Context: an optimization exercise on an open-source flow, tuned for small area and a short achievable clock period. The choices shown serve that exercise and are no tape-out recipe. Only simulation tests tie the RTL to the original design; equivalence was not proved. Power and IR drop assume default switching activity.

==> flow/design.v <==
module ALU_TOP #(parameter Width = 16)
(
  input  [Width-1:0] A,
  input  [Width-1:0] B,
  input  [3:0]       ALU_FUN,
  input              CLK,
  input              RST,
  output [Width-1:0] Arith_OUT,
  output             Arith_Flag,
  output             Carry_OUT,
  output [Width-1:0] Logic_Out,
  output             Logic_Flag,
  output [Width-1:0] CMP_OUT,
  output             CMP_Flag,
  output             Shift_Flag,
  output [Width-1:0] Shift_OUT
);
  wire mul1 = (ALU_FUN == 4'b0010);
  wire div1 = (ALU_FUN == 4'b0011);
  wire s1 = ~ALU_FUN[2] & (ALU_FUN[0] | ALU_FUN[3]);
  wire [15:0] bx1 = B ^ {16{s1}};
  wire [16:0] bz1;
  assign bz1[0] = 1'b1;
  assign bz1[1] = bz1[0] & ~B[15];
  assign bz1[2] = bz1[1] & ~B[14];
  assign bz1[3] = bz1[2] & ~B[13];
  assign bz1[4] = bz1[3] & ~B[12];
  assign bz1[5] = bz1[4] & ~B[11];
  assign bz1[6] = bz1[5] & ~B[10];
  assign bz1[7] = bz1[6] & ~B[9];
  assign bz1[8] = bz1[7] & ~B[8];
  assign bz1[9] = bz1[8] & ~B[7];
  assign bz1[10] = bz1[9] & ~B[6];
  assign bz1[11] = bz1[10] & ~B[5];
  assign bz1[12] = bz1[11] & ~B[4];
  assign bz1[13] = bz1[12] & ~B[3];
  assign bz1[14] = bz1[13] & ~B[2];
  assign bz1[15] = bz1[14] & ~B[1];
  assign bz1[16] = bz1[15] & ~B[0];
  wire r15_a = A[15] & ~mul1;
  wire [0:0] r15_t = r15_a;
  wire [0:0] r15_p = r15_t ^ bx1[0:0];
  wire [0:0] r15_g = r15_t & bx1[0:0];
  wire r15_G1 = r15_g[0] | (r15_p[0] & s1);
  wire [0:0] r15_s;
  assign r15_s[0] = r15_p[0] ^ s1;
  wire r15_c = r15_G1;
  wire r15_sel = (mul1 & A[15]) | (div1 & bz1[15] & r15_c);
  wire [0:0] r15_r = r15_sel ? r15_s : r15_t;
  wire r14_a = A[14] & ~mul1;
  wire [1:0] r14_t = {r15_r[0:0], r14_a};
  wire [1:0] r14_p = r14_t ^ bx1[1:0];
  wire [1:0] r14_g = r14_t & bx1[1:0];
  wire r14_G1 = r14_g[0] | (r14_p[0] & s1);
  wire r14_G2 = r14_g[1] | (r14_p[1] & r14_G1);
  wire [1:0] r14_s;
  assign r14_s[0] = r14_p[0] ^ s1;
  assign r14_s[1] = r14_p[1] ^ r14_G1;
  wire r14_c = r14_G2;
  wire r14_sel = (mul1 & A[14]) | (div1 & bz1[14] & r14_c);
  wire [1:0] r14_r = r14_sel ? r14_s : r14_t;
  wire r13_a = A[13] & ~mul1;
  wire [2:0] r13_t = {r14_r[1:0], r13_a};
  wire [2:0] r13_p = r13_t ^ bx1[2:0];
  wire [2:0] r13_g = r13_t & bx1[2:0];
  wire r13_G1 = r13_g[0] | (r13_p[0] & s1);
  wire r13_G2 = r13_g[2] | (r13_p[2] & r13_g[1]);
  wire r13_P2 = r13_p[2] & r13_p[1];
  wire r13_G3 = r13_G2 | (r13_P2 & r13_G1);
  wire r13_G4 = r13_g[1] | (r13_p[1] & r13_G1);
  wire [2:0] r13_s;
  assign r13_s[0] = r13_p[0] ^ s1;
  assign r13_s[1] = r13_p[1] ^ r13_G1;
  assign r13_s[2] = r13_p[2] ^ r13_G4;
  wire r13_c = r13_G3;
  wire r13_sel = (mul1 & A[13]) | (div1 & bz1[13] & r13_c);
  wire [2:0] r13_r = r13_sel ? r13_s : r13_t;
  wire r12_a = A[12] & ~mul1;
  wire [3:0] r12_t = {r13_r[2:0], r12_a};
  wire [3:0] r12_p = r12_t ^ bx1[3:0];
  wire [3:0] r12_g = r12_t & bx1[3:0];
  wire r12_G1 = r12_g[0] | (r12_p[0] & s1);
  wire r12_G2 = r12_g[2] | (r12_p[2] & r12_g[1]);
  wire r12_P2 = r12_p[2] & r12_p[1];
  wire r12_G3 = r12_G2 | (r12_P2 & r12_G1);
  wire r12_G4 = r12_g[1] | (r12_p[1] & r12_G1);
  wire r12_G5 = r12_g[3] | (r12_p[3] & r12_G3);
  wire [3:0] r12_s;
  assign r12_s[0] = r12_p[0] ^ s1;
  assign r12_s[1] = r12_p[1] ^ r12_G1;
  assign r12_s[2] = r12_p[2] ^ r12_G4;
  assign r12_s[3] = r12_p[3] ^ r12_G3;
  wire r12_c = r12_G5;
  wire r12_sel = (mul1 & A[12]) | (div1 & bz1[12] & r12_c);
  wire [3:0] r12_r = r12_sel ? r12_s : r12_t;
  wire r11_a = A[11] & ~mul1;
  wire [4:0] r11_t = {r12_r[3:0], r11_a};
  wire [4:0] r11_p = r11_t ^ bx1[4:0];
  wire [4:0] r11_g = r11_t & bx1[4:0];
  wire r11_G1 = r11_g[0] | (r11_p[0] & s1);
  wire r11_G2 = r11_g[2] | (r11_p[2] & r11_g[1]);
  wire r11_P2 = r11_p[2] & r11_p[1];
  wire r11_G3 = r11_g[4] | (r11_p[4] & r11_g[3]);
  wire r11_P3 = r11_p[4] & r11_p[3];
  wire r11_G4 = r11_G2 | (r11_P2 & r11_G1);
  wire r11_G5 = r11_G3 | (r11_P3 & r11_G4);
  wire r11_G6 = r11_g[1] | (r11_p[1] & r11_G1);
  wire r11_G7 = r11_g[3] | (r11_p[3] & r11_G4);
  wire [4:0] r11_s;
  assign r11_s[0] = r11_p[0] ^ s1;
  assign r11_s[1] = r11_p[1] ^ r11_G1;
  assign r11_s[2] = r11_p[2] ^ r11_G6;
  assign r11_s[3] = r11_p[3] ^ r11_G4;
  assign r11_s[4] = r11_p[4] ^ r11_G7;
  wire r11_c = r11_G5;
  wire r11_sel = (mul1 & A[11]) | (div1 & bz1[11] & r11_c);
  wire [4:0] r11_r = r11_sel ? r11_s : r11_t;
  wire r10_a = A[10] & ~mul1;
  wire [5:0] r10_t = {r11_r[4:0], r10_a};
  wire [5:0] r10_p = r10_t ^ bx1[5:0];
  wire [5:0] r10_g = r10_t & bx1[5:0];
  wire r10_G1 = r10_g[0] | (r10_p[0] & s1);
  wire r10_G2 = r10_g[2] | (r10_p[2] & r10_g[1]);
  wire r10_P2 = r10_p[2] & r10_p[1];
  wire r10_G3 = r10_g[4] | (r10_p[4] & r10_g[3]);
  wire r10_P3 = r10_p[4] & r10_p[3];
  wire r10_G4 = r10_G2 | (r10_P2 & r10_G1);
  wire r10_G5 = r10_G3 | (r10_P3 & r10_G4);
  wire r10_G6 = r10_g[1] | (r10_p[1] & r10_G1);
  wire r10_G7 = r10_g[3] | (r10_p[3] & r10_G4);
  wire r10_G8 = r10_g[5] | (r10_p[5] & r10_G5);
  wire [5:0] r10_s;
  assign r10_s[0] = r10_p[0] ^ s1;
  assign r10_s[1] = r10_p[1] ^ r10_G1;
  assign r10_s[2] = r10_p[2] ^ r10_G6;
  assign r10_s[3] = r10_p[3] ^ r10_G4;
  assign r10_s[4] = r10_p[4] ^ r10_G7;
  assign r10_s[5] = r10_p[5] ^ r10_G5;
  wire r10_c = r10_G8;
  wire r10_sel = (mul1 & A[10]) | (div1 & bz1[10] & r10_c);
  wire [5:0] r10_r = r10_sel ? r10_s : r10_t;
  wire r9_a = A[9] & ~mul1;
  wire [6:0] r9_t = {r10_r[5:0], r9_a};
  wire [6:0] r9_p = r9_t ^ bx1[6:0];
  wire [6:0] r9_g = r9_t & bx1[6:0];
  wire r9_G1 = r9_g[0] | (r9_p[0] & s1);
  wire r9_G2 = r9_g[2] | (r9_p[2] & r9_g[1]);
  wire r9_P2 = r9_p[2] & r9_p[1];
  wire r9_G3 = r9_g[4] | (r9_p[4] & r9_g[3]);
  wire r9_P3 = r9_p[4] & r9_p[3];
  wire r9_G4 = r9_g[6] | (r9_p[6] & r9_g[5]);
  wire r9_P4 = r9_p[6] & r9_p[5];
  wire r9_G5 = r9_G2 | (r9_P2 & r9_G1);
  wire r9_G6 = r9_G4 | (r9_P4 & r9_G3);
  wire r9_P6 = r9_P4 & r9_P3;
  wire r9_G7 = r9_G6 | (r9_P6 & r9_G5);
  wire r9_G8 = r9_G3 | (r9_P3 & r9_G5);
  wire r9_G9 = r9_g[1] | (r9_p[1] & r9_G1);
  wire r9_G10 = r9_g[3] | (r9_p[3] & r9_G5);
  wire r9_G11 = r9_g[5] | (r9_p[5] & r9_G8);
  wire [6:0] r9_s;
  assign r9_s[0] = r9_p[0] ^ s1;
  assign r9_s[1] = r9_p[1] ^ r9_G1;
  assign r9_s[2] = r9_p[2] ^ r9_G9;
  assign r9_s[3] = r9_p[3] ^ r9_G5;
  assign r9_s[4] = r9_p[4] ^ r9_G10;
  assign r9_s[5] = r9_p[5] ^ r9_G8;
  assign r9_s[6] = r9_p[6] ^ r9_G11;
  wire r9_c = r9_G7;
  wire r9_sel = (mul1 & A[9]) | (div1 & bz1[9] & r9_c);
  wire [6:0] r9_r = r9_sel ? r9_s : r9_t;
  wire r8_a = A[8] & ~mul1;
  wire [7:0] r8_t = {r9_r[6:0], r8_a};
  wire [7:0] r8_p = r8_t ^ bx1[7:0];
  wire [7:0] r8_g = r8_t & bx1[7:0];
  wire r8_G1 = r8_g[0] | (r8_p[0] & s1);
  wire r8_G2 = r8_g[2] | (r8_p[2] & r8_g[1]);
  wire r8_P2 = r8_p[2] & r8_p[1];
  wire r8_G3 = r8_g[4] | (r8_p[4] & r8_g[3]);
  wire r8_P3 = r8_p[4] & r8_p[3];
  wire r8_G4 = r8_g[6] | (r8_p[6] & r8_g[5]);
  wire r8_P4 = r8_p[6] & r8_p[5];
  wire r8_G5 = r8_G2 | (r8_P2 & r8_G1);
  wire r8_G6 = r8_G4 | (r8_P4 & r8_G3);
  wire r8_P6 = r8_P4 & r8_P3;
  wire r8_G7 = r8_G6 | (r8_P6 & r8_G5);
  wire r8_G8 = r8_G3 | (r8_P3 & r8_G5);
  wire r8_G9 = r8_g[1] | (r8_p[1] & r8_G1);
  wire r8_G10 = r8_g[3] | (r8_p[3] & r8_G5);
  wire r8_G11 = r8_g[5] | (r8_p[5] & r8_G8);
  wire r8_G12 = r8_g[7] | (r8_p[7] & r8_G7);
  wire [7:0] r8_s;
  assign r8_s[0] = r8_p[0] ^ s1;
  assign r8_s[1] = r8_p[1] ^ r8_G1;
  assign r8_s[2] = r8_p[2] ^ r8_G9;
  assign r8_s[3] = r8_p[3] ^ r8_G5;
  assign r8_s[4] = r8_p[4] ^ r8_G10;
  assign r8_s[5] = r8_p[5] ^ r8_G8;
  assign r8_s[6] = r8_p[6] ^ r8_G11;
  assign r8_s[7] = r8_p[7] ^ r8_G7;
  wire r8_c = r8_G12;
  wire r8_sel = (mul1 & A[8]) | (div1 & bz1[8] & r8_c);
  wire [7:0] r8_r = r8_sel ? r8_s : r8_t;
  wire r7_a = A[7] & ~mul1;
  wire [8:0] r7_t = {r8_r[7:0], r7_a};
  wire [8:0] r7_p = r7_t ^ bx1[8:0];
  wire [8:0] r7_g = r7_t & bx1[8:0];
  wire r7_G1 = r7_g[0] | (r7_p[0] & s1);
  wire r7_G2 = r7_g[2] | (r7_p[2] & r7_g[1]);
  wire r7_P2 = r7_p[2] & r7_p[1];
  wire r7_G3 = r7_g[4] | (r7_p[4] & r7_g[3]);
  wire r7_P3 = r7_p[4] & r7_p[3];
  wire r7_G4 = r7_g[6] | (r7_p[6] & r7_g[5]);
  wire r7_P4 = r7_p[6] & r7_p[5];
  wire r7_G5 = r7_g[8] | (r7_p[8] & r7_g[7]);
  wire r7_P5 = r7_p[8] & r7_p[7];
  wire r7_G6 = r7_G2 | (r7_P2 & r7_G1);
  wire r7_G7 = r7_G4 | (r7_P4 & r7_G3);
  wire r7_P7 = r7_P4 & r7_P3;
  wire r7_G8 = r7_G7 | (r7_P7 & r7_G6);
  wire r7_G9 = r7_G3 | (r7_P3 & r7_G6);
  wire r7_G10 = r7_G5 | (r7_P5 & r7_G8);
  wire r7_G11 = r7_g[1] | (r7_p[1] & r7_G1);
  wire r7_G12 = r7_g[3] | (r7_p[3] & r7_G6);
  wire r7_G13 = r7_g[5] | (r7_p[5] & r7_G9);
  wire r7_G14 = r7_g[7] | (r7_p[7] & r7_G8);
  wire [8:0] r7_s;
  assign r7_s[0] = r7_p[0] ^ s1;
  assign r7_s[1] = r7_p[1] ^ r7_G1;
  assign r7_s[2] = r7_p[2] ^ r7_G11;
  assign r7_s[3] = r7_p[3] ^ r7_G6;
  assign r7_s[4] = r7_p[4] ^ r7_G12;
  assign r7_s[5] = r7_p[5] ^ r7_G9;
  assign r7_s[6] = r7_p[6] ^ r7_G13;
  assign r7_s[7] = r7_p[7] ^ r7_G8;
  assign r7_s[8] = r7_p[8] ^ r7_G14;
  wire r7_c = r7_G10;
  wire r7_sel = (mul1 & A[7]) | (div1 & bz1[7] & r7_c);
  wire [8:0] r7_r = r7_sel ? r7_s : r7_t;
  reg [15:0]   BXr;   
  reg [6:0]  Alo;
  reg [8:0] Rr;    
  reg [15:7]   Qr;
  reg [1:0]    Fr;
  reg fA, fL, fC, fS;
  always @(posedge CLK) begin
    BXr <= bx1;
    Alo <= A[6:0];
    Rr  <= r7_r;
    Qr  <= {r15_sel, r14_sel, r13_sel, r12_sel, r11_sel, r10_sel, r9_sel, r8_sel, r7_sel};
    Fr  <= ALU_FUN[1:0];
  end
  always @(posedge CLK or negedge RST) begin
    if (!RST) begin
      fA <= 1'b0; fL <= 1'b0; fC <= 1'b0; fS <= 1'b0;
    end else begin
      fA <= (ALU_FUN[3:2] == 2'b00);
      fL <= (ALU_FUN[3:2] == 2'b01);
      fC <= (ALU_FUN[3:2] == 2'b10);
      fS <= (ALU_FUN[3:2] == 2'b11);
    end
  end
  wire add2 = fA & (Fr == 2'b00);
  wire sub2 = fA & (Fr == 2'b01);
  wire mul2 = fA & (Fr == 2'b10);
  wire div2 = fA & (Fr == 2'b11);
  wire sr = Fr[0] | fC;
  wire [16:0] bz2;
  assign bz2[0] = 1'b1;
  assign bz2[1] = bz2[0] & BXr[15];
  assign bz2[2] = bz2[1] & BXr[14];
  assign bz2[3] = bz2[2] & BXr[13];
  assign bz2[4] = bz2[3] & BXr[12];
  assign bz2[5] = bz2[4] & BXr[11];
  assign bz2[6] = bz2[5] & BXr[10];
  assign bz2[7] = bz2[6] & BXr[9];
  assign bz2[8] = bz2[7] & BXr[8];
  assign bz2[9] = bz2[8] & BXr[7];
  assign bz2[10] = bz2[9] & BXr[6];
  assign bz2[11] = bz2[10] & BXr[5];
  assign bz2[12] = bz2[11] & BXr[4];
  assign bz2[13] = bz2[12] & BXr[3];
  assign bz2[14] = bz2[13] & BXr[2];
  assign bz2[15] = bz2[14] & BXr[1];
  assign bz2[16] = bz2[15] & BXr[0];
  wire [15:0] Alo16 = {9'b0, Alo};
  wire r6_a = Alo16[6] & ~mul2;
  wire [9:0] r6_t = {Rr[8:0], r6_a};
  wire [9:0] r6_p = r6_t ^ BXr[9:0];
  wire [9:0] r6_g = r6_t & BXr[9:0];
  wire r6_G1 = r6_g[0] | (r6_p[0] & sr);
  wire r6_G2 = r6_g[2] | (r6_p[2] & r6_g[1]);
  wire r6_P2 = r6_p[2] & r6_p[1];
  wire r6_G3 = r6_g[4] | (r6_p[4] & r6_g[3]);
  wire r6_P3 = r6_p[4] & r6_p[3];
  wire r6_G4 = r6_g[6] | (r6_p[6] & r6_g[5]);
  wire r6_P4 = r6_p[6] & r6_p[5];
  wire r6_G5 = r6_g[8] | (r6_p[8] & r6_g[7]);
  wire r6_P5 = r6_p[8] & r6_p[7];
  wire r6_G6 = r6_G2 | (r6_P2 & r6_G1);
  wire r6_G7 = r6_G4 | (r6_P4 & r6_G3);
  wire r6_P7 = r6_P4 & r6_P3;
  wire r6_G8 = r6_G7 | (r6_P7 & r6_G6);
  wire r6_G9 = r6_G3 | (r6_P3 & r6_G6);
  wire r6_G10 = r6_G5 | (r6_P5 & r6_G8);
  wire r6_G11 = r6_g[1] | (r6_p[1] & r6_G1);
  wire r6_G12 = r6_g[3] | (r6_p[3] & r6_G6);
  wire r6_G13 = r6_g[5] | (r6_p[5] & r6_G9);
  wire r6_G14 = r6_g[7] | (r6_p[7] & r6_G8);
  wire r6_G15 = r6_g[9] | (r6_p[9] & r6_G10);
  wire [9:0] r6_s;
  assign r6_s[0] = r6_p[0] ^ sr;
  assign r6_s[1] = r6_p[1] ^ r6_G1;
  assign r6_s[2] = r6_p[2] ^ r6_G11;
  assign r6_s[3] = r6_p[3] ^ r6_G6;
  assign r6_s[4] = r6_p[4] ^ r6_G12;
  assign r6_s[5] = r6_p[5] ^ r6_G9;
  assign r6_s[6] = r6_p[6] ^ r6_G13;
  assign r6_s[7] = r6_p[7] ^ r6_G8;
  assign r6_s[8] = r6_p[8] ^ r6_G14;
  assign r6_s[9] = r6_p[9] ^ r6_G10;
  wire r6_c = r6_G15;
  wire r6_sel = (mul2 & Alo16[6]) | (div2 & bz2[6] & r6_c);
  wire [9:0] r6_r = r6_sel ? r6_s : r6_t;
  wire r5_a = Alo16[5] & ~mul2;
  wire [10:0] r5_t = {r6_r[9:0], r5_a};
  wire [10:0] r5_p = r5_t ^ BXr[10:0];
  wire [10:0] r5_g = r5_t & BXr[10:0];
  wire r5_G1 = r5_g[0] | (r5_p[0] & sr);
  wire r5_G2 = r5_g[2] | (r5_p[2] & r5_g[1]);
  wire r5_P2 = r5_p[2] & r5_p[1];
  wire r5_G3 = r5_g[4] | (r5_p[4] & r5_g[3]);
  wire r5_P3 = r5_p[4] & r5_p[3];
  wire r5_G4 = r5_g[6] | (r5_p[6] & r5_g[5]);
  wire r5_P4 = r5_p[6] & r5_p[5];
  wire r5_G5 = r5_g[8] | (r5_p[8] & r5_g[7]);
  wire r5_P5 = r5_p[8] & r5_p[7];
  wire r5_G6 = r5_g[10] | (r5_p[10] & r5_g[9]);
  wire r5_P6 = r5_p[10] & r5_p[9];
  wire r5_G7 = r5_G2 | (r5_P2 & r5_G1);
  wire r5_G8 = r5_G4 | (r5_P4 & r5_G3);
  wire r5_P8 = r5_P4 & r5_P3;
  wire r5_G9 = r5_G6 | (r5_P6 & r5_G5);
  wire r5_P9 = r5_P6 & r5_P5;
  wire r5_G10 = r5_G8 | (r5_P8 & r5_G7);
  wire r5_G11 = r5_G9 | (r5_P9 & r5_G10);
  wire r5_G12 = r5_G3 | (r5_P3 & r5_G7);
  wire r5_G13 = r5_G5 | (r5_P5 & r5_G10);
  wire r5_G14 = r5_g[1] | (r5_p[1] & r5_G1);
  wire r5_G15 = r5_g[3] | (r5_p[3] & r5_G7);
  wire r5_G16 = r5_g[5] | (r5_p[5] & r5_G12);
  wire r5_G17 = r5_g[7] | (r5_p[7] & r5_G10);
  wire r5_G18 = r5_g[9] | (r5_p[9] & r5_G13);
  wire [10:0] r5_s;
  assign r5_s[0] = r5_p[0] ^ sr;
  assign r5_s[1] = r5_p[1] ^ r5_G1;
  assign r5_s[2] = r5_p[2] ^ r5_G14;
  assign r5_s[3] = r5_p[3] ^ r5_G7;
  assign r5_s[4] = r5_p[4] ^ r5_G15;
  assign r5_s[5] = r5_p[5] ^ r5_G12;
  assign r5_s[6] = r5_p[6] ^ r5_G16;
  assign r5_s[7] = r5_p[7] ^ r5_G10;
  assign r5_s[8] = r5_p[8] ^ r5_G17;
  assign r5_s[9] = r5_p[9] ^ r5_G13;
  assign r5_s[10] = r5_p[10] ^ r5_G18;
  wire r5_c = r5_G11;
  wire r5_sel = (mul2 & Alo16[5]) | (div2 & bz2[5] & r5_c);
  wire [10:0] r5_r = r5_sel ? r5_s : r5_t;
  wire r4_a = Alo16[4] & ~mul2;
  wire [11:0] r4_t = {r5_r[10:0], r4_a};
  wire [11:0] r4_p = r4_t ^ BXr[11:0];
  wire [11:0] r4_g = r4_t & BXr[11:0];
  wire r4_G1 = r4_g[0] | (r4_p[0] & sr);
  wire r4_G2 = r4_g[2] | (r4_p[2] & r4_g[1]);
  wire r4_P2 = r4_p[2] & r4_p[1];
  wire r4_G3 = r4_g[4] | (r4_p[4] & r4_g[3]);
  wire r4_P3 = r4_p[4] & r4_p[3];
  wire r4_G4 = r4_g[6] | (r4_p[6] & r4_g[5]);
  wire r4_P4 = r4_p[6] & r4_p[5];
  wire r4_G5 = r4_g[8] | (r4_p[8] & r4_g[7]);
  wire r4_P5 = r4_p[8] & r4_p[7];
  wire r4_G6 = r4_g[10] | (r4_p[10] & r4_g[9]);
  wire r4_P6 = r4_p[10] & r4_p[9];
  wire r4_G7 = r4_G2 | (r4_P2 & r4_G1);
  wire r4_G8 = r4_G4 | (r4_P4 & r4_G3);
  wire r4_P8 = r4_P4 & r4_P3;
  wire r4_G9 = r4_G6 | (r4_P6 & r4_G5);
  wire r4_P9 = r4_P6 & r4_P5;
  wire r4_G10 = r4_G8 | (r4_P8 & r4_G7);
  wire r4_G11 = r4_G9 | (r4_P9 & r4_G10);
  wire r4_G12 = r4_G3 | (r4_P3 & r4_G7);
  wire r4_G13 = r4_G5 | (r4_P5 & r4_G10);
  wire r4_G14 = r4_g[1] | (r4_p[1] & r4_G1);
  wire r4_G15 = r4_g[3] | (r4_p[3] & r4_G7);
  wire r4_G16 = r4_g[5] | (r4_p[5] & r4_G12);
  wire r4_G17 = r4_g[7] | (r4_p[7] & r4_G10);
  wire r4_G18 = r4_g[9] | (r4_p[9] & r4_G13);
  wire r4_G19 = r4_g[11] | (r4_p[11] & r4_G11);
  wire [11:0] r4_s;
  assign r4_s[0] = r4_p[0] ^ sr;
  assign r4_s[1] = r4_p[1] ^ r4_G1;
  assign r4_s[2] = r4_p[2] ^ r4_G14;
  assign r4_s[3] = r4_p[3] ^ r4_G7;
  assign r4_s[4] = r4_p[4] ^ r4_G15;
  assign r4_s[5] = r4_p[5] ^ r4_G12;
  assign r4_s[6] = r4_p[6] ^ r4_G16;
  assign r4_s[7] = r4_p[7] ^ r4_G10;
  assign r4_s[8] = r4_p[8] ^ r4_G17;
  assign r4_s[9] = r4_p[9] ^ r4_G13;
  assign r4_s[10] = r4_p[10] ^ r4_G18;
  assign r4_s[11] = r4_p[11] ^ r4_G11;
  wire r4_c = r4_G19;
  wire r4_sel = (mul2 & Alo16[4]) | (div2 & bz2[4] & r4_c);
  wire [11:0] r4_r = r4_sel ? r4_s : r4_t;
  wire r3_a = Alo16[3] & ~mul2;
  wire [12:0] r3_t = {r4_r[11:0], r3_a};
  wire [12:0] r3_p = r3_t ^ BXr[12:0];
  wire [12:0] r3_g = r3_t & BXr[12:0];
  wire r3_G1 = r3_g[0] | (r3_p[0] & sr);
  wire r3_G2 = r3_g[2] | (r3_p[2] & r3_g[1]);
  wire r3_P2 = r3_p[2] & r3_p[1];
  wire r3_G3 = r3_g[4] | (r3_p[4] & r3_g[3]);
  wire r3_P3 = r3_p[4] & r3_p[3];
  wire r3_G4 = r3_g[6] | (r3_p[6] & r3_g[5]);
  wire r3_P4 = r3_p[6] & r3_p[5];
  wire r3_G5 = r3_g[8] | (r3_p[8] & r3_g[7]);
  wire r3_P5 = r3_p[8] & r3_p[7];
  wire r3_G6 = r3_g[10] | (r3_p[10] & r3_g[9]);
  wire r3_P6 = r3_p[10] & r3_p[9];
  wire r3_G7 = r3_g[12] | (r3_p[12] & r3_g[11]);
  wire r3_P7 = r3_p[12] & r3_p[11];
  wire r3_G8 = r3_G2 | (r3_P2 & r3_G1);
  wire r3_G9 = r3_G4 | (r3_P4 & r3_G3);
  wire r3_P9 = r3_P4 & r3_P3;
  wire r3_G10 = r3_G6 | (r3_P6 & r3_G5);
  wire r3_P10 = r3_P6 & r3_P5;
  wire r3_G11 = r3_G9 | (r3_P9 & r3_G8);
  wire r3_G12 = r3_G10 | (r3_P10 & r3_G11);
  wire r3_G13 = r3_G3 | (r3_P3 & r3_G8);
  wire r3_G14 = r3_G5 | (r3_P5 & r3_G11);
  wire r3_G15 = r3_G7 | (r3_P7 & r3_G12);
  wire r3_G16 = r3_g[1] | (r3_p[1] & r3_G1);
  wire r3_G17 = r3_g[3] | (r3_p[3] & r3_G8);
  wire r3_G18 = r3_g[5] | (r3_p[5] & r3_G13);
  wire r3_G19 = r3_g[7] | (r3_p[7] & r3_G11);
  wire r3_G20 = r3_g[9] | (r3_p[9] & r3_G14);
  wire r3_G21 = r3_g[11] | (r3_p[11] & r3_G12);
  wire [12:0] r3_s;
  assign r3_s[0] = r3_p[0] ^ sr;
  assign r3_s[1] = r3_p[1] ^ r3_G1;
  assign r3_s[2] = r3_p[2] ^ r3_G16;
  assign r3_s[3] = r3_p[3] ^ r3_G8;
  assign r3_s[4] = r3_p[4] ^ r3_G17;
  assign r3_s[5] = r3_p[5] ^ r3_G13;
  assign r3_s[6] = r3_p[6] ^ r3_G18;
  assign r3_s[7] = r3_p[7] ^ r3_G11;
  assign r3_s[8] = r3_p[8] ^ r3_G19;
  assign r3_s[9] = r3_p[9] ^ r3_G14;
  assign r3_s[10] = r3_p[10] ^ r3_G20;
  assign r3_s[11] = r3_p[11] ^ r3_G12;
  assign r3_s[12] = r3_p[12] ^ r3_G21;
  wire r3_c = r3_G15;
  wire r3_sel = (mul2 & Alo16[3]) | (div2 & bz2[3] & r3_c);
  wire [12:0] r3_r = r3_sel ? r3_s : r3_t;
  wire r2_a = Alo16[2] & ~mul2;
  wire [13:0] r2_t = {r3_r[12:0], r2_a};
  wire [13:0] r2_p = r2_t ^ BXr[13:0];
  wire [13:0] r2_g = r2_t & BXr[13:0];
  wire r2_G1 = r2_g[0] | (r2_p[0] & sr);
  wire r2_G2 = r2_g[2] | (r2_p[2] & r2_g[1]);
  wire r2_P2 = r2_p[2] & r2_p[1];
  wire r2_G3 = r2_g[4] | (r2_p[4] & r2_g[3]);
  wire r2_P3 = r2_p[4] & r2_p[3];
  wire r2_G4 = r2_g[6] | (r2_p[6] & r2_g[5]);
  wire r2_P4 = r2_p[6] & r2_p[5];
  wire r2_G5 = r2_g[8] | (r2_p[8] & r2_g[7]);
  wire r2_P5 = r2_p[8] & r2_p[7];
  wire r2_G6 = r2_g[10] | (r2_p[10] & r2_g[9]);
  wire r2_P6 = r2_p[10] & r2_p[9];
  wire r2_G7 = r2_g[12] | (r2_p[12] & r2_g[11]);
  wire r2_P7 = r2_p[12] & r2_p[11];
  wire r2_G8 = r2_G2 | (r2_P2 & r2_G1);
  wire r2_G9 = r2_G4 | (r2_P4 & r2_G3);
  wire r2_P9 = r2_P4 & r2_P3;
  wire r2_G10 = r2_G6 | (r2_P6 & r2_G5);
  wire r2_P10 = r2_P6 & r2_P5;
  wire r2_G11 = r2_G9 | (r2_P9 & r2_G8);
  wire r2_G12 = r2_G10 | (r2_P10 & r2_G11);
  wire r2_G13 = r2_G3 | (r2_P3 & r2_G8);
  wire r2_G14 = r2_G5 | (r2_P5 & r2_G11);
  wire r2_G15 = r2_G7 | (r2_P7 & r2_G12);
  wire r2_G16 = r2_g[1] | (r2_p[1] & r2_G1);
  wire r2_G17 = r2_g[3] | (r2_p[3] & r2_G8);
  wire r2_G18 = r2_g[5] | (r2_p[5] & r2_G13);
  wire r2_G19 = r2_g[7] | (r2_p[7] & r2_G11);
  wire r2_G20 = r2_g[9] | (r2_p[9] & r2_G14);
  wire r2_G21 = r2_g[11] | (r2_p[11] & r2_G12);
  wire r2_G22 = r2_g[13] | (r2_p[13] & r2_G15);
  wire [13:0] r2_s;
  assign r2_s[0] = r2_p[0] ^ sr;
  assign r2_s[1] = r2_p[1] ^ r2_G1;
  assign r2_s[2] = r2_p[2] ^ r2_G16;
  assign r2_s[3] = r2_p[3] ^ r2_G8;
  assign r2_s[4] = r2_p[4] ^ r2_G17;
  assign r2_s[5] = r2_p[5] ^ r2_G13;
  assign r2_s[6] = r2_p[6] ^ r2_G18;
  assign r2_s[7] = r2_p[7] ^ r2_G11;
  assign r2_s[8] = r2_p[8] ^ r2_G19;
  assign r2_s[9] = r2_p[9] ^ r2_G14;
  assign r2_s[10] = r2_p[10] ^ r2_G20;
  assign r2_s[11] = r2_p[11] ^ r2_G12;
  assign r2_s[12] = r2_p[12] ^ r2_G21;
  assign r2_s[13] = r2_p[13] ^ r2_G15;
  wire r2_c = r2_G22;
  wire r2_sel = (mul2 & Alo16[2]) | (div2 & bz2[2] & r2_c);
  wire [13:0] r2_r = r2_sel ? r2_s : r2_t;
  wire r1_a = Alo16[1] & ~mul2;
  wire [14:0] r1_t = {r2_r[13:0], r1_a};
  wire [14:0] r1_p = r1_t ^ BXr[14:0];
  wire [14:0] r1_g = r1_t & BXr[14:0];
  wire r1_G1 = r1_g[0] | (r1_p[0] & sr);
  wire r1_G2 = r1_g[2] | (r1_p[2] & r1_g[1]);
  wire r1_P2 = r1_p[2] & r1_p[1];
  wire r1_G3 = r1_g[4] | (r1_p[4] & r1_g[3]);
  wire r1_P3 = r1_p[4] & r1_p[3];
  wire r1_G4 = r1_g[6] | (r1_p[6] & r1_g[5]);
  wire r1_P4 = r1_p[6] & r1_p[5];
  wire r1_G5 = r1_g[8] | (r1_p[8] & r1_g[7]);
  wire r1_P5 = r1_p[8] & r1_p[7];
  wire r1_G6 = r1_g[10] | (r1_p[10] & r1_g[9]);
  wire r1_P6 = r1_p[10] & r1_p[9];
  wire r1_G7 = r1_g[12] | (r1_p[12] & r1_g[11]);
  wire r1_P7 = r1_p[12] & r1_p[11];
  wire r1_G8 = r1_g[14] | (r1_p[14] & r1_g[13]);
  wire r1_P8 = r1_p[14] & r1_p[13];
  wire r1_G9 = r1_G2 | (r1_P2 & r1_G1);
  wire r1_G10 = r1_G4 | (r1_P4 & r1_G3);
  wire r1_P10 = r1_P4 & r1_P3;
  wire r1_G11 = r1_G6 | (r1_P6 & r1_G5);
  wire r1_P11 = r1_P6 & r1_P5;
  wire r1_G12 = r1_G8 | (r1_P8 & r1_G7);
  wire r1_P12 = r1_P8 & r1_P7;
  wire r1_G13 = r1_G10 | (r1_P10 & r1_G9);
  wire r1_G14 = r1_G12 | (r1_P12 & r1_G11);
  wire r1_P14 = r1_P12 & r1_P11;
  wire r1_G15 = r1_G14 | (r1_P14 & r1_G13);
  wire r1_G16 = r1_G11 | (r1_P11 & r1_G13);
  wire r1_G17 = r1_G3 | (r1_P3 & r1_G9);
  wire r1_G18 = r1_G5 | (r1_P5 & r1_G13);
  wire r1_G19 = r1_G7 | (r1_P7 & r1_G16);
  wire r1_G20 = r1_g[1] | (r1_p[1] & r1_G1);
  wire r1_G21 = r1_g[3] | (r1_p[3] & r1_G9);
  wire r1_G22 = r1_g[5] | (r1_p[5] & r1_G17);
  wire r1_G23 = r1_g[7] | (r1_p[7] & r1_G13);
  wire r1_G24 = r1_g[9] | (r1_p[9] & r1_G18);
  wire r1_G25 = r1_g[11] | (r1_p[11] & r1_G16);
  wire r1_G26 = r1_g[13] | (r1_p[13] & r1_G19);
  wire [14:0] r1_s;
  assign r1_s[0] = r1_p[0] ^ sr;
  assign r1_s[1] = r1_p[1] ^ r1_G1;
  assign r1_s[2] = r1_p[2] ^ r1_G20;
  assign r1_s[3] = r1_p[3] ^ r1_G9;
  assign r1_s[4] = r1_p[4] ^ r1_G21;
  assign r1_s[5] = r1_p[5] ^ r1_G17;
  assign r1_s[6] = r1_p[6] ^ r1_G22;
  assign r1_s[7] = r1_p[7] ^ r1_G13;
  assign r1_s[8] = r1_p[8] ^ r1_G23;
  assign r1_s[9] = r1_p[9] ^ r1_G18;
  assign r1_s[10] = r1_p[10] ^ r1_G24;
  assign r1_s[11] = r1_p[11] ^ r1_G16;
  assign r1_s[12] = r1_p[12] ^ r1_G25;
  assign r1_s[13] = r1_p[13] ^ r1_G19;
  assign r1_s[14] = r1_p[14] ^ r1_G26;
  wire r1_c = r1_G15;
  wire r1_sel = (mul2 & Alo16[1]) | (div2 & bz2[1] & r1_c);
  wire [14:0] r1_r = r1_sel ? r1_s : r1_t;
  wire r0_a = Alo16[0] & ~mul2;
  wire [15:0] r0_t = {r1_r[14:0], r0_a};
  wire [15:0] r0_p = r0_t ^ BXr[15:0];
  wire [15:0] r0_g = r0_t & BXr[15:0];
  wire r0_G1 = r0_g[0] | (r0_p[0] & sr);
  wire r0_G2 = r0_g[2] | (r0_p[2] & r0_g[1]);
  wire r0_P2 = r0_p[2] & r0_p[1];
  wire r0_G3 = r0_g[4] | (r0_p[4] & r0_g[3]);
  wire r0_P3 = r0_p[4] & r0_p[3];
  wire r0_G4 = r0_g[6] | (r0_p[6] & r0_g[5]);
  wire r0_P4 = r0_p[6] & r0_p[5];
  wire r0_G5 = r0_g[8] | (r0_p[8] & r0_g[7]);
  wire r0_P5 = r0_p[8] & r0_p[7];
  wire r0_G6 = r0_g[10] | (r0_p[10] & r0_g[9]);
  wire r0_P6 = r0_p[10] & r0_p[9];
  wire r0_G7 = r0_g[12] | (r0_p[12] & r0_g[11]);
  wire r0_P7 = r0_p[12] & r0_p[11];
  wire r0_G8 = r0_g[14] | (r0_p[14] & r0_g[13]);
  wire r0_P8 = r0_p[14] & r0_p[13];
  wire r0_G9 = r0_G2 | (r0_P2 & r0_G1);
  wire r0_G10 = r0_G4 | (r0_P4 & r0_G3);
  wire r0_P10 = r0_P4 & r0_P3;
  wire r0_G11 = r0_G6 | (r0_P6 & r0_G5);
  wire r0_P11 = r0_P6 & r0_P5;
  wire r0_G12 = r0_G8 | (r0_P8 & r0_G7);
  wire r0_P12 = r0_P8 & r0_P7;
  wire r0_G13 = r0_G10 | (r0_P10 & r0_G9);
  wire r0_G14 = r0_G12 | (r0_P12 & r0_G11);
  wire r0_P14 = r0_P12 & r0_P11;
  wire r0_G15 = r0_G14 | (r0_P14 & r0_G13);
  wire r0_G16 = r0_G11 | (r0_P11 & r0_G13);
  wire r0_G17 = r0_G3 | (r0_P3 & r0_G9);
  wire r0_G18 = r0_G5 | (r0_P5 & r0_G13);
  wire r0_G19 = r0_G7 | (r0_P7 & r0_G16);
  wire r0_G20 = r0_g[1] | (r0_p[1] & r0_G1);
  wire r0_G21 = r0_g[3] | (r0_p[3] & r0_G9);
  wire r0_G22 = r0_g[5] | (r0_p[5] & r0_G17);
  wire r0_G23 = r0_g[7] | (r0_p[7] & r0_G13);
  wire r0_G24 = r0_g[9] | (r0_p[9] & r0_G18);
  wire r0_G25 = r0_g[11] | (r0_p[11] & r0_G16);
  wire r0_G26 = r0_g[13] | (r0_p[13] & r0_G19);
  wire r0_G27 = r0_g[15] | (r0_p[15] & r0_G15);
  wire [15:0] r0_s;
  assign r0_s[0] = r0_p[0] ^ sr;
  assign r0_s[1] = r0_p[1] ^ r0_G1;
  assign r0_s[2] = r0_p[2] ^ r0_G20;
  assign r0_s[3] = r0_p[3] ^ r0_G9;
  assign r0_s[4] = r0_p[4] ^ r0_G21;
  assign r0_s[5] = r0_p[5] ^ r0_G17;
  assign r0_s[6] = r0_p[6] ^ r0_G22;
  assign r0_s[7] = r0_p[7] ^ r0_G13;
  assign r0_s[8] = r0_p[8] ^ r0_G23;
  assign r0_s[9] = r0_p[9] ^ r0_G18;
  assign r0_s[10] = r0_p[10] ^ r0_G24;
  assign r0_s[11] = r0_p[11] ^ r0_G16;
  assign r0_s[12] = r0_p[12] ^ r0_G25;
  assign r0_s[13] = r0_p[13] ^ r0_G19;
  assign r0_s[14] = r0_p[14] ^ r0_G26;
  assign r0_s[15] = r0_p[15] ^ r0_G15;
  wire r0_c = r0_G27;
  wire r0_sel = (mul2 & Alo16[0]) | (div2 & bz2[0] & r0_c) | add2 | sub2;
  wire r0_rsel = (mul2 & Alo16[0]) | add2 | sub2;
  wire [15:0] r0_r = r0_rsel ? r0_s : r0_t;
  wire [15:0] Ar = {Rr, Alo};    
  assign Arith_OUT  = div2 ? {Qr, r6_sel, r5_sel, r4_sel, r3_sel, r2_sel, r1_sel, r0_sel} : (fA ? r0_r : 16'b0);
  assign Arith_Flag = fA;
  assign Carry_OUT  = add2 & r0_c;
  reg [15:0] lo;    
  always @(*) begin
    case (Fr)
      2'b00: lo = Ar & BXr;
      2'b01: lo = Ar | BXr;
      2'b10: lo = ~(Ar & BXr);
      default: lo = ~(Ar | BXr);
    endcase
  end
  assign Logic_Out  = fL ? lo : 16'b0;
  assign Logic_Flag = fL;
  wire eq = &(r0_t ^ BXr);
  wire ge = r0_c;
  wire gt = ge & ~eq;
  wire lt = ~ge;
  wire [1:0] cmp = (Fr == 2'b01) ? {1'b0, eq} :
                   (Fr == 2'b10) ? {gt, 1'b0} :
                   (Fr == 2'b11) ? {lt, lt} : 2'b00;
  assign CMP_OUT  = {14'b0, fC ? cmp : 2'b00};
  assign CMP_Flag = fC;
  reg [15:0] sh;
  always @(*) begin
    case (Fr)
      2'b00: sh = Ar >> 1;
      2'b01: sh = Ar << 1;
      2'b10: sh = BXr >> 1;      
      default: sh = BXr << 1;
    endcase
  end
  assign Shift_OUT  = fS ? sh : 16'b0;
  assign Shift_Flag = fS;
endmodule
==> flow/flow/run.sh <==
#!/bin/bash
# The standard layout (standard.sh, all ORFS steps), with three changes:
# - synthesis leaves the adders to abc (ADDER_MAP_FILE empty: no full/half
#   adder cells are extracted; registers are untouched);
# - the ports are buffered with the smallest buffer (buf_1);
# - repair_timing aims for 14 ns of setup slack, which makes it size up the
#   critical paths although the 32 ns clock is met.
# All of the tools' output goes to standard.log; ORFS's own logs stay under
# orfs/logs.
export BUFFER_PORTS_ARGS="-buffer_cell sky130_fd_sc_hd__buf_1"
bash standard.sh ADDER_MAP_FILE= SETUP_SLACK_MARGIN=14.4 finish > standard.log 2>&1
==> flow/standard.sh <==
#!/bin/bash
# synth_recipe.tcl (not shown) runs the flow's synth.tcl, then flattens the netlist and writes it again
# the make line also repeats each setting of config.mk as NAME=value (left out here)
make -C /OpenROAD-flow-scripts/flow DESIGN_CONFIG=/design/flow/config.mk WORK_HOME=/design/flow/orfs CLKGATE_MAP_FILE= SYNTH_SCRIPT=/design/flow/synth_recipe.tcl "${@:-finish}"
==> flow/config.mk <==
export PLATFORM = sky130hd
export DESIGN_NAME = ALU_TOP
export DESIGN_NICKNAME = ALU_TOP
export VERILOG_FILES = /design/flow/design.v
export SDC_FILE = /design/flow/constraint.sdc
export NUM_CORES = 4
export LEC_CHECK = 0
export ABC_AREA = 1
export CAP_MARGIN = 20
export CORE_MARGIN = 2
export CORE_UTILIZATION = 40
export SLEW_MARGIN = 20
==> flow/constraint.sdc <==
create_clock -name core_clock -period 32.0 [get_ports {CLK}]
set_input_delay 6.4000 -clock core_clock [delete_from_list [all_inputs] [get_ports {CLK}]]
set_output_delay 6.4000 -clock core_clock [all_outputs]
set_load 0.01 [all_outputs]
==> summary.txt, run 1 <==
Place
  • Dpl hpwl: 32.37 mm
  • Buffers on Ports: 92
  • # placed instances: 2495
  • GP Congestion: 0.9849

Logic synthesis
  • Post-synth EDFFs: 0
  • Ys Warns: 1
  • Synth Cell Area: 0.01085 mm^2
  • Post-Syn Area per Cell: 5.158 um^2
  • Count of cell types in the netlist: 59
  • Most used DFF post-synth: dfxtp_1
  • Seq cells post-synth: 47
  • Synth async-reset ratio: 8.511%
  • Synthesized netlist cell count: 2103
  • Register area share after synthesis: 8.859%

STA
  • Final worst-path cycle share: 52.76%
  • TNS Setup: 0 ns
  • Crit path time final: 16.88 ns
  • # setup viols final: 0
  • Slew Viols, Final: 0
  • Final hold violation count: 0
  • RSZ-0062 raised after global routing: no
  • Fmax: 0.05923 GHz
  • Rel. slew slack: 7.053%
  • Worst-margin pin slew: 1.384 ns

Critical path
  • Most frequent CP cell: nand2_1
  • Critical path's largest stage delay: 0.39 ns
  • Worst Setup Start Kind: flop
  • Critical path's top delay family: simple AND/OR/NAND/NOR gates
  • Crit path max fanout: 23
  • CP max-delay cell: dfxtp_2
  • Setup CP Type: flop to output pin
  • CP endpoint kind: output pin
  • CP Buf/Inv Count: 7
  • Critical Path RT: 25.60 ns
  • Worst Path Arrival: 10.48 ns

Routing
  • DRC viols: 0
  • Avg WL per Cell: 16.29 um
  • Via/cell ratio: 5.331
  • WL final: 41.39 mm
  • Antenna viol nets, final: 0
  • DR iter-0 viols: 1134
  • DRT Pass-1 Iters: 7
  • Vias: 13545

Layout
  • Share of layout cells above drive strength 1: 12.60%
  • Multi-input logic area: 0.008822 mm^2
  • Most common cell after layout, fill and taps aside: nand2_1
  • Layout fillers: 3026
  • Most frequent cells in the layout: 764 x nand2_1, 278 x nand3_1, 235 x inv_1, 150 x nor2_1, 90 x buf_1
  • Final nets: 2237
  • Layout area overhead: 12.17%
  • Reg area: 980.9 um^2
  • Final cell count without fillers: 2541

Clock network
  • CTS tree: yes
  • Cts bufs inserted: 5
  • Reg clk slew, reported paths: 0.07 ns
  • Clock Sink Count: 47
  • Clock Tree Buf Depth: 2
  • H-Tree Level Count: 2
  • Cts hold-fix bufs: 0
  • Root buf cell: clkbuf_16

Floorplan
  • Die width: 168.7 um
  • Die Y: 168.7 um
  • Die area: 0.02845 mm^2
  • Rows: 60
  • Core area: 0.02680 mm^2
  • I/O pins: 107
  • Initial Utilization: 40.47%

Global route
  • Largest net degree at the start of global routing: 46
  • Antenna violations before repair: 1
  • Total GRT Usage: 27.28%
  • Number of global-route vias before repair: 11734
  • Grt ovf: 0
  • Global-route wire length before repair: 61.31 mm

Job
  • Max-cap viol count: 0

Pwr
  • Pwr per Cell Area: 37.33 mW/mm^2
  • Max VDD drop: 0.01978 mV
  • Leakage Power: 0.006781 uW

Worst hold path
  • Min-delay worst type: primary input to asynchronous set/reset pin

Outcome
  • Outcome: finished clean
## final timing paths
kind	startpoint	cells past startpoint	to	slack, ns
worst max-delay path	Fr[1]	86	Arith_OUT[0]	15.12
worst min-delay path	RST	1	fA	5.92
max in group asynchronous	RST	1	fL	25.88
min in group core_clock	A[0]	1	Alo[0]	6.19
## report_power, final
part | switching, uW | leakage (uW) | internal, uW
Sequential | 13.2 | 0.000413 | 63.6
Clock | 22.8 | 0.0000733 | 30.9
Combinational | 218 | 0.00629 | 106
## repair_timing
action                                  in CTS  in global routing
buffers inserted                             0                 24
pin swaps                                    1                 17
cloned                                       1                 13
endpoints found under the setup margin      19                 29
gates resized for setup                     12                 87
## cell usage after synthesis, types with 13 or more instances
master     n  area share, %
nand3_1  291             13
o21ai_1   19           0.88
dfxtp_1   43            7.9
buf_4     20            1.4
buf_6     13            1.3
nand2_2   58            3.3
nor2_1   160            5.5
nand2_1  781             27
xor2_1    69            5.6
xnor2_1   26            2.1
o21ai_0   72            3.3
inv_1    236            8.2
a21oi_1   90            4.2
nand3_2   17            1.6
buf_2     13           0.60
inv_2     33            1.1
## cells by family (layout without fill, tap and decap cells)
logic type	Yosys count	in the layout	synth area share [%]
XOR/XNOR	96	96	7.821
AO/OA/AOI/OAI	241	241	13.00
flip-flops	47	47	8.859
AND/OR/NAND/NOR	1373	1384	55.76
buffers and inverters	345	417	14.52
other	1	15	0.03457
## sequential cells by signal (all words and copies together) (netlist names)
register and cells:
fA 1, Fr 2, fC 1, Qr 9
Rr 9, Alo 7, BXr 16, fS 1
fL 1
## per-layer routing
layer	share of wire, %	global-route usage, %	vias to the layer above
met5	0	0	-
met4	5.7	13.68	0
met3	8.7	4.232	141
met2	46	47.10	567
met1	39	32.89	5960
li1	-	-	6877
## stage by stage
step / power (uW) / cell area (um^2) / util, % / hold WS, ns / worst slack [ns]
final: 454.2 / 12170 / 45.40 / 5.923 / 15.12
after global routing: 494.8 / 12160 / 45.39 / 5.935 / 14.34
after CTS: 433.4 / 11450 / 42.73 / 5.923 / 14.41
after detailed placement: 378.0 / 11240 / 41.93 / 6.243 / 13.85
after global placement: 376.2 / 11240 / 41.93 / 6.241 / 14.24
after floorplan: 308.3 / 10900 / - / 6.104 / 17.34
## layout make-up
type / instances / area share (%)
Tap cell: 341 / 3.507
Clock inverter: 1 / 0.07199
Antenna cell: 1 / 0.02057
Clock buffer: 6 / 1.142
Multi-Input combinational cell: 1735 / 72.51
Sequential cell: 47 / 8.063
Inverter: 278 / 8.721
Timing Repair Buffer: 132 / 5.965
==> inputs of run 2 (changes only) <==
--- a/flow/flow/run.sh
+++ b/flow/flow/run.sh
@@ -8,4 +8,4 @@
 # All of the tools' output goes to standard.log; ORFS's own logs stay under
 # orfs/logs.
 export BUFFER_PORTS_ARGS="-buffer_cell sky130_fd_sc_hd__buf_1"
-bash standard.sh ADDER_MAP_FILE= SETUP_SLACK_MARGIN=14.4 finish > standard.log 2>&1
+bash standard.sh ADDER_MAP_FILE= SETUP_SLACK_MARGIN=14 finish > standard.log 2>&1
--- a/flow/config.mk
+++ b/flow/config.mk
@@ -9,4 +9,5 @@
 export CAP_MARGIN = 20
 export CORE_MARGIN = 2
 export CORE_UTILIZATION = 40
+export CTS_BUF_LIST = sky130_fd_sc_hd__clkbuf_16
 export SLEW_MARGIN = 20
==> run 2 against run 1 <==
Hold slack lost 0.0019 ns. Worst setup slack lost 0.52 ns. Die area did not move. Clock-buffer cell count is 1 lower. Critical endpoint unchanged. Sequential cell count did not move. Global-route usage barely moved. Combinational power decreased by 3%. Routed wire length down 1.4%. Critical path depth fell by 7. Still clean on timing, DRC and antenna. Sequential power decreased by 0.5%. Critical path type unchanged. Non-clock buffer count is 13 lower. Cell count fell by 0.71%.
==> summary.txt, run 2 <==
Layout
  • Largest register FFs: 16
  • Share of layout cells above drive strength 1: 9.995%
  • Layout area overhead: 8.536%
  • Most common cell after layout, fill and taps aside: nand2_1
  • Largest Register: BXr
  • Regs by FF count: BXr: 16 flops, Qr: 9 flops, Rr: 9 flops
  • Final nets: 2219
  • Most frequent cells in the layout: 777 x nand2_1, 288 x nand3_1, 236 x inv_1, 155 x nor2_1, 92 x buf_1

Routing
  • Vias: 13377
  • DR iter-0 viols: 1283
  • WL final: 40.81 mm
  • Via/cell ratio: 5.302
  • DRC viols: 0
  • Avg WL per Cell: 16.17 um
  • Antenna viol nets, final: 0
  • DRT Pass-1 Iters: 8

Place
  • Pre-CTS WS: 13.85 ns
  • Buffers on Ports: 92
  • GP Congestion: 0.9849
  • Dpl hpwl: 32.37 mm

STA
  • Final hold violation count: 0
  • Crit path time final: 17.41 ns
  • Worst-margin pin slew: 1.170 ns
  • # setup viols final: 0
  • Final worst slack: 14.59 ns
  • Rel. slew slack: 21.39%
  • RSZ-0062 raised after global routing: no
  • Final worst-path cycle share: 54.40%
  • Fmax: 0.05745 GHz
  • Slew Viols, Final: 0
  • TNS Setup: 0 ns

Clock network
  • Cts bufs inserted: 5
  • Cts hold-fix bufs: 0
  • H-Tree Level Count: 2
  • Root buf cell: clkbuf_16
  • Clock Tree Buf Depth: 2
  • Reg clk slew, reported paths: 0.07 ns
  • CTS tree: yes
  • Clock Sink Count: 47

Critical path
  • Setup crit start: BXr[11]
  • Critical path's largest stage delay: 0.78 ns
  • CP max-delay cell: dfxtp_1
  • CP endpoint kind: output pin
  • Worst Setup Start Kind: flop
  • Crit path max fanout: 17
  • Most frequent CP cell: nand2_1
  • Critical Path RT: 25.60 ns
  • Worst Path Arrival: 11.01 ns
  • Setup CP Type: flop to output pin

Pwr
  • Psw: 248.4 uW
  • Clk pwr share: 11.6%
  • Flop pwr share: 17.3%
  • Pint: 194.1 uW
  • Combinational share of power: 71.1%
  • Max VDD drop: 0.01984 mV
  • Pwr per Cell Area: 37.58 mW/mm^2
  • Leakage Power: 0.006632 uW
  • Switching share of power: 56.14%
  • Overall Power: 442.4 uW

Global route
  • Antenna violations before repair: 1
  • Grt ovf: 0
  • Global-route wire length before repair: 61.18 mm
  • Total GRT Usage: 27.24%
  • Number of global-route vias before repair: 11705
  • Largest net degree at the start of global routing: 46

Logic synthesis
  • Post-synth EDFFs: 0
  • Ranking of synthesized cells by area: nand2_1 27%, nand3_1 13%, inv_1 8.2%
  • Synth area leader: nand2_1
  • Register area share after synthesis: 8.859%
  • Count leader, synth: nand2_1
  • Most used DFF post-synth: dfxtp_1
  • Synth Cell Area: 0.01085 mm^2
  • Mux contribution to synthesized area: 0%
  • Synth async-reset ratio: 8.511%
  • Synth Area in Compound Gates: 13.00%
  • Ys Warns: 1
  • Yosys top cell area share: 27.03%
  • Synth Area in Adders: 0%
  • Seq cells post-synth: 47
  • Main combinational cell family by area after synthesis: simple AND/OR/NAND/NOR gates
  • Post-synthesis simple-gate area fraction: 55.76%
  • Count of cell types in the netlist: 59
  • Synth cell count leaders: 781 x nand2_1, 291 x nand3_1, 236 x inv_1, 160 x nor2_1, 90 x a21oi_1
  • Post-Synth XOR/XNOR Area: 7.821%
  • Synthesized netlist cell count: 2103
  • Post-Syn Area per Cell: 5.158 um^2

Floorplan
  • Core area: 0.02680 mm^2
  • I/O pins: 107
  • Die Y: 168.7 um
  • Die width: 168.7 um
  • Rows: 60
  • Die area: 0.02845 mm^2
  • Initial Utilization: 40.47%

Worst hold path
  • Min-delay worst type: primary input to asynchronous set/reset pin

Outcome
  • Outcome: finished clean

Job
  • Max-cap viol count: 0
==> run 2: repair_timing <==
item	4_1_cts	5_1_grt
gates resized for setup	4	43
pin swaps	0	10
setup buffers	0	13
gates cloned	0	7
setup endpoints to repair	16	19
==> run 2: final timing paths <==
kind | to | slack [ns] | cells after the start
max in group asynchronous | fL | 25.88 | 1
min in group core_clock | Alo[0] | 6.19 | 1
max | Arith_OUT[0] | 14.59 | 79
min | fA | 5.92 | 1
==> run 2: power by group through the flow <==
stage | logic (uW) | registers (uW) | clock network [uW]
after CTS | 303 | 75.5 | 52.1
after floorplan | 240 | 68.2 | 0
final | 315 | 76.4 | 51.4
after global placement | 299 | 76.8 | 0
after detailed placement | 301 | 76.8 | 0
after global routing | 352 | 76.5 | 54.2
==> run 2: layer usage <==
layer,vias to the layer above,GRT usage (%),part of all wire [%]
met5,-,0,0
li1,6830,-,-
met1,5895,32.75,40
met3,133,4.489,8.4
met2,519,47.04,46
met4,0,13.46,5.4
==> run 2: logic make-up after synthesis <==
kind of cell	after synthesis
AND/OR/NAND/NOR	1373
buffers and inverters	345
AO/OA/AOI/OAI	241
XOR/XNOR	96
flip-flops	47
other	1
==> run 2: critical path, delay by kind of cell, from the launching register on <==
family | cells | cell delay [ns]
buffers and inverters | 7 | 1.34
AND/OR/NAND/NOR | 66 | 7.25
flip-flops | 1 | 0.78
AO/OA/AOI/OAI | 6 | 1.31
==> run 2: layout make-up <==
type	instances	area, um^2
diodes	1	2.502
flip-flops and latches	47	972.2
multi-input cells	1730	8594
fillers	3068	15030
well taps	341	426.7
inverters	278	1049
repair buffers	119	590.6
clock inverters	2	12.51
clock buffers	5	125.1
==> run 2: through the flow <==
stage / util, % / std cells / hold slack, ns / area [um^2]
floorplan: - / 2116 / 6.104 / 10900
global placement: 41.93 / 2495 / 6.241 / 11240
detailed placement: 41.93 / 2495 / 6.243 / 11240
CTS: 42.54 / 2502 / 5.923 / 11400
global route: 43.92 / 2522 / 5.935 / 11770
finish: 43.93 / 2523 / 5.921 / 11770
==> inputs of run 3 (changes only) <==
--- a/flow/config.mk
+++ b/flow/config.mk
@@ -6,8 +6,8 @@
 export NUM_CORES = 4
 export LEC_CHECK = 0
 export ABC_AREA = 1
-export CAP_MARGIN = 20
+export CAP_MARGIN = 0
 export CORE_MARGIN = 2
 export CORE_UTILIZATION = 40
-export CTS_BUF_LIST = sky130_fd_sc_hd__clkbuf_16
-export SLEW_MARGIN = 20
+export CTS_BUF_LIST = sky130_fd_sc_hd__clkbuf_8
+export SLEW_MARGIN = 0
==> run 3 against run 2 <==
Non-clock buffer count stayed put. Clock power down 26%. Cell count is the same. Still clean on timing, DRC and antenna. Combinational power barely moved. Clock-buffer cell count rose by 1. Critical path type unchanged. Fmax increased by 1.1%. Synthesized area is the same. Synthesized cell count is the same. Largest cell class unchanged.
==> summary.txt, run 3 <==
Logic synthesis
  • Synth Area in Adders: 0%
  • Seq cells post-synth: 47
  • Most used DFF post-synth: dfxtp_1
  • Synthesized netlist cell count: 2103
  • Main combinational cell family by area after synthesis: simple AND/OR/NAND/NOR gates
  • Synth async-reset ratio: 8.511%
  • Count of cell types in the netlist: 59
  • Ys Warns: 1
  • Synth area leader: nand2_1
  • Post-synth EDFFs: 0
  • Synth Area in Compound Gates: 13.00%
  • Register area share after synthesis: 8.859%
  • Post-Synth XOR/XNOR Area: 7.821%
  • Synth Cell Area: 0.01085 mm^2
  • Mux contribution to synthesized area: 0%
  • Count leader, synth: nand2_1
  • Post-Syn Area per Cell: 5.158 um^2
  • Yosys top cell area share: 27.03%
  • Post-synthesis simple-gate area fraction: 55.76%
  • Synth cell count leaders: 781 x nand2_1, 291 x nand3_1, 236 x inv_1, 160 x nor2_1, 90 x a21oi_1
  • Ranking of synthesized cells by area: nand2_1 27%, nand3_1 13%, inv_1 8.2%

STA
  • Final hold violation count: 0
  • RSZ-0062 raised after global routing: no
  • TNS Setup: 0 ns
  • Final worst slack: 14.77 ns
  • Rel. slew slack: 20.97%
  • Fmax: 0.05805 GHz
  • Worst-margin pin slew: 1.176 ns
  • Final worst-path cycle share: 53.83%
  • Crit path time final: 17.23 ns
  • # setup viols final: 0
  • Slew Viols, Final: 0
  • Hold WS: 5.895 ns

Routing
  • Avg WL per Cell: 16.20 um
  • DRC viols: 0
  • Vias: 13470
  • DRT Pass-1 Iters: 8
  • Antenna viol nets, final: 0
  • WL final: 40.86 mm
  • Via/cell ratio: 5.339
  • DR iter-0 viols: 1234

Floorplan
  • Die area: 0.02845 mm^2
  • Rows: 60
  • Die width: 168.7 um
  • Die Y: 168.7 um
  • I/O pins: 107
  • Core area: 0.02680 mm^2
  • Initial Utilization: 40.47%

Layout
  • Share of layout cells above drive strength 1: 10.13%
  • Regs by FF count: BXr: 16 flops, Qr: 9 flops, Rr: 9 flops
  • Layout area overhead: 8.167%
  • Most common cell after layout, fill and taps aside: nand2_1
  • Final nets: 2219
  • Design area: 0.01173 mm^2
  • Largest Register: BXr
  • Largest register FFs: 16
  • Most frequent cells in the layout: 776 x nand2_1, 288 x nand3_1, 236 x inv_1, 155 x nor2_1, 92 x buf_1

Critical path
  • CP endpoint kind: output pin
  • Most frequent CP cell: nand2_1
  • Crit path max fanout: 17
  • Worst Path Arrival: 10.83 ns
  • CP Buf/Inv Count: 7
  • Worst Setup Start Kind: flop
  • CP max-delay cell: dfxtp_1
  • Critical Path RT: 25.60 ns
  • Setup CP Type: flop to output pin
  • Critical path's largest stage delay: 0.81 ns
  • Path length in cells of the critical path: 78
  • Critical path's top delay family: simple AND/OR/NAND/NOR gates

Global route
  • Total GRT Usage: 27.27%
  • Number of global-route vias before repair: 11732
  • Antenna violations before repair: 1
  • Global-route wire length before repair: 61.16 mm
  • Largest net degree at the start of global routing: 46
  • Grt ovf: 0

Clock network
  • Reg clk slew, reported paths: 0.09 ns
  • Clock Tree Buf Depth: 2
  • CTS tree: yes
  • Cts bufs inserted: 5
  • Clock Sink Count: 47
  • H-Tree Level Count: 2
  • Root buf cell: clkbuf_8

Place
  • Pre-CTS WS: 13.85 ns
  • GP Congestion: 0.9849
  • Dpl hpwl: 32.37 mm
  • Post-place instance area: 0.01124 mm^2
  • Buffers on Ports: 92

Pwr
  • Pwr per Cell Area: 36.64 mW/mm^2
  • Leakage Power: 0.006610 uW
  • Max VDD drop: 0.01810 mV

Job
  • Max-cap viol count: 0

Outcome
  • Outcome: finished clean

Worst hold path
  • Min-delay worst type: primary input to asynchronous set/reset pin
run 3: cell count changes in the layout (fill, tap and decap cells not counted), sizes merged:
cell,before,now
clkbuf,6,7
clkinvlp,0,1
clkinv,8,6
run 3: cell type report:
class	count	area (um^2)
sequential	47	972.2
clock buffer	6	82.58
fill	3065	15070
tap	341	426.7
antenna	1	2.502
inverter	278	1052
multi-input combinational	1730	8597
timing repair buffer	119	590.6
clock inverter	1	8.758
run 3: cell families (layout without fill, tap and decap cells):
family,Yosys count,in the layout
other,1,15
xor gates and xnor gates,96,96
DFF,47,47
and+or+nand+nor,1373,1379
buffers and inverters,345,404
AOI/OAI and AO/OA,241,241
run 3: final timing paths:
| path | from | to | slack [ns] |
|---|---|---|---|
| min in group core_clock | A[0] | Alo[0] | 6.17 |
| max | BXr[11] | Arith_OUT[0] | 14.77 |
| max in group asynchronous | RST | fL | 25.90 |
| min | RST | fA | 5.90 |
run 3: timing repair:
item | in CTS | in global routing
cloned | 0 | 7
setup buffers | 0 | 13
endpoints found under the setup margin | 16 | 19
resized for setup | 4 | 45
endpoints found under the hold margin | 0 | 0
hold buffers | 0 | 0
pin swaps | 0 | 10
run 3: report_power, final:
part	internal [uW]	total, uW	switching [uW]
Combinational	102	316	214
Clock	17.4	38.0	20.6
Sequential	63.5	76.4	12.8
run 3: per-layer routing:
layer	global-route usage [%]	share of wire (%)	vias up	routed length (um)
li1	-	-	6840	-
met1	32.56	40	5967	16440
met2	46.61	46	531	18760
met3	4.606	8.1	132	3309
met4	14.92	5.7	0	2345
met5	0	0	-	0
run 3: stage by stage:
stage          utilization, %  cells  total power, uW
6_report                43.78   2523            429.9
5_1_grt                 43.77   2522            470.3
4_1_cts                 42.37   2502            417.7
3_5_place_dp            41.93   2495            378.0
3_3_place_gp            41.93   2495            376.2
2_1_floorplan               -   2116            308.3
==> inputs of run 4 (changes only) <==
--- a/flow/config.mk
+++ b/flow/config.mk
@@ -8,6 +8,6 @@
 export ABC_AREA = 1
 export CAP_MARGIN = 0
 export CORE_MARGIN = 2
-export CORE_UTILIZATION = 40
+export CORE_UTILIZATION = 55
 export CTS_BUF_LIST = sky130_fd_sc_hd__clkbuf_8
 export SLEW_MARGIN = 0
==> run 4 against run 3 <==
Non-clock buffer count is 3 higher. Utilization is 16 points higher. Clock power is 9.2% lower. Power is 1.0% lower. Critical path type unchanged.
==> summary.txt, run 4 <==
Critical path
  • CP max-delay cell: dfxtp_1
  • Setup crit start: Fr[1]
  • Critical path's largest stage delay: 0.36 ns
  • Crit path max fanout: 45
  • Most frequent CP cell: nand2_1
  • Setup CP Type: flop to output pin
  • Critical Path RT: 25.60 ns
  • Worst Setup Start Kind: flop
  • Worst Path Arrival: 10.70 ns
  • CP endpoint kind: output pin

Clock network
  • Reg clk slew, reported paths: 0.09 ns
  • H-Tree Level Count: 2
  • Clock Sink Count: 47
  • Clock Tree Buf Depth: 2
  • Root buf cell: clkbuf_8
  • CTS tree: yes
  • Cts bufs inserted: 5

Layout
  • Design area: 0.01167 mm^2
  • Final Util: 60.17%
  • Layout area overhead: 7.602%
  • Layout fillers: 2128
  • Most frequent cells in the layout: 778 x nand2_1, 289 x nand3_1, 237 x inv_1, 156 x nor2_1, 92 x buf_1
  • Final nets: 2222
  • N_diodes: 0
  • Largest Register: BXr
  • Regs by FF count: BXr: 16 flops, Qr: 9 flops, Rr: 9 flops
  • Share of layout cells above drive strength 1: 10.16%
  • Most common cell after layout, fill and taps aside: nand2_1
  • Largest register FFs: 16

Routing
  • WL final: 38.94 mm
  • Vias: 13418
  • Avg WL per Cell: 15.89 um
  • Met3 WL post-DR: 3.520 mm
  • DRT Pass-1 Iters: 6
  • Metal-1 WL: 15.32 mm
  • DRC viols: 0
  • Antenna viol nets, final: 0
  • DR top layer: met4
  • Met2 WL post-DR: 17.89 mm
  • Via/cell ratio: 5.477
  • DR iter-0 viols: 1047

Global route
  • Largest net degree at the start of global routing: 46
  • Grt ovf: 0
  • Total GRT Usage: 35.67%
  • Global-route wire length before repair: 58.31 mm
  • Antenna violations before repair: 0
  • Number of global-route vias before repair: 11600

Pwr
  • Max VDD drop: 0.01812 mV
  • Pwr per Cell Area: 36.45 mW/mm^2
  • Leakage Power: 0.006644 uW
  • Overall Power: 425.4 uW

Place
  • GP Congestion: 0.9789
  • Buffers on Ports: 92
  • Post-place instance area: 0.01113 mm^2
  • Pre-CTS WS: 13.92 ns
  • Dpl hpwl: 30.49 mm

Floorplan
  • Initial Utilization: 55.91%
  • Die width: 144.4 um
  • Core area: 0.01940 mm^2
  • I/O pins: 107
  • Die area: 0.02086 mm^2
  • Die Y: 144.4 um
  • Rows: 51

STA
  • Final worst slack: 14.90 ns
  • Slew Viols, Final: 0
  • RSZ-0062 raised after global routing: no
  • Rel. slew slack: 7.585%
  • Crit path time final: 17.10 ns
  • Worst-margin pin slew: 1.376 ns
  • # setup viols final: 0
  • Fmax: 0.05849 GHz
  • Final hold violation count: 0
  • Final worst-path cycle share: 53.43%
  • TNS Setup: 0 ns

Logic synthesis
  • Ys Warns: 1
  • Yosys top cell area share: 27.03%
  • Synth Cell Area: 0.01085 mm^2
  • Post-Syn Area per Cell: 5.158 um^2
  • Synth cell count leaders: 781 x nand2_1, 291 x nand3_1, 236 x inv_1, 160 x nor2_1, 90 x a21oi_1
  • Ranking of synthesized cells by area: nand2_1 27%, nand3_1 13%, inv_1 8.2%
  • Register area share after synthesis: 8.859%
  • Count leader, synth: nand2_1
  • Synthesized netlist cell count: 2103
  • Seq cells post-synth: 47
  • Synth async-reset ratio: 8.511%
  • Most used DFF post-synth: dfxtp_1
  • Synth area leader: nand2_1
  • Count of cell types in the netlist: 59
  • Post-synth EDFFs: 0

Worst hold path
  • Min-delay worst type: primary input to asynchronous set/reset pin

Job
  • Max-cap viol count: 0

Outcome
  • Outcome: finished clean
run 4: cell families (layout without fill, tap and decap cells):
kind of cell,after synthesis,in the layout,share of synthesized area (%)
other,1,14,0.03457
buffers and inverters,345,408,14.52
and+or+nand+nor,1373,1379,55.76
AOI/OAI and AO/OA,241,241,13.00
xor gates and xnor gates,96,96,7.821
DFF,47,47,8.859
run 4: through the flow:
step	hold WS, ns	instances
floorplan	6.104	2116
global placement	6.245	2417
detailed placement	6.244	2417
CTS	5.907	2425
global route	5.918	2450
finish	5.909	2450
run 4: worst max path at each step:
stage	endpoint	slack, ns
after global placement	Arith_OUT[10]	14.31
after global routing	Arith_OUT[14]	13.93
final	Carry_OUT	14.90
after floorplan	Carry_OUT	17.34
after CTS	Arith_OUT[10]	14.08
after detailed placement	Arith_OUT[10]	13.92
run 4: timing repair:
action / in CTS / in global routing
gates resized for setup: 4 / 47
endpoints found under the setup margin: 17 / 19
buffers inserted: 0 / 18
pin swaps: 0 / 9
hold buffers: 0 / 0
gates cloned: 0 / 7
run 4: metal layers:
metal	vias to the layer above	global-route usage, %
li1	6823	-
met1	5901	42.44
met2	557	61.11
met3	137	6.225
met4	0	19.01
met5	-	0
run 4: layout make-up:
cell class	count	area (um^2)	area share [%]
clock buffers	5	68.82	0.5896
clock inverters	3	17.52	0.1501
inverters	278	1057	9.059
multi-input cells	1730	8616	73.82
flip-flops and latches	47	967.2	8.287
well taps	265	331.6	2.841
repair buffers	122	613.1	5.253
run 4: worst max-delay path, delay by kind of cell, from the launching register on:
| family | cells | cell delay, ns |
|---|---|---|
| buffers and inverters | 8 | 0.84 |
| DFF | 1 | 0.36 |
| and+or+nand+nor | 69 | 7.73 |
| AOI/OAI and AO/OA | 7 | 1.45 |
run 4: where the power goes:
part | leakage, uW | switching (uW) | internal (uW)
clock network | 0.0000493 | 19.4 | 15.1
logic | 0.00618 | 212 | 103
registers | 0.000411 | 12.7 | 63.5
total | 0.00664 | 244 | 182

Check on run 4: ideal ports give 14.904 ns setup slack; a clkbuf_16 on the clock port and buf_2 on the inputs give 14.871 ns; moving port delays by the midpoint clock arrival (0.332 ns) as well gives 15.203 ns.
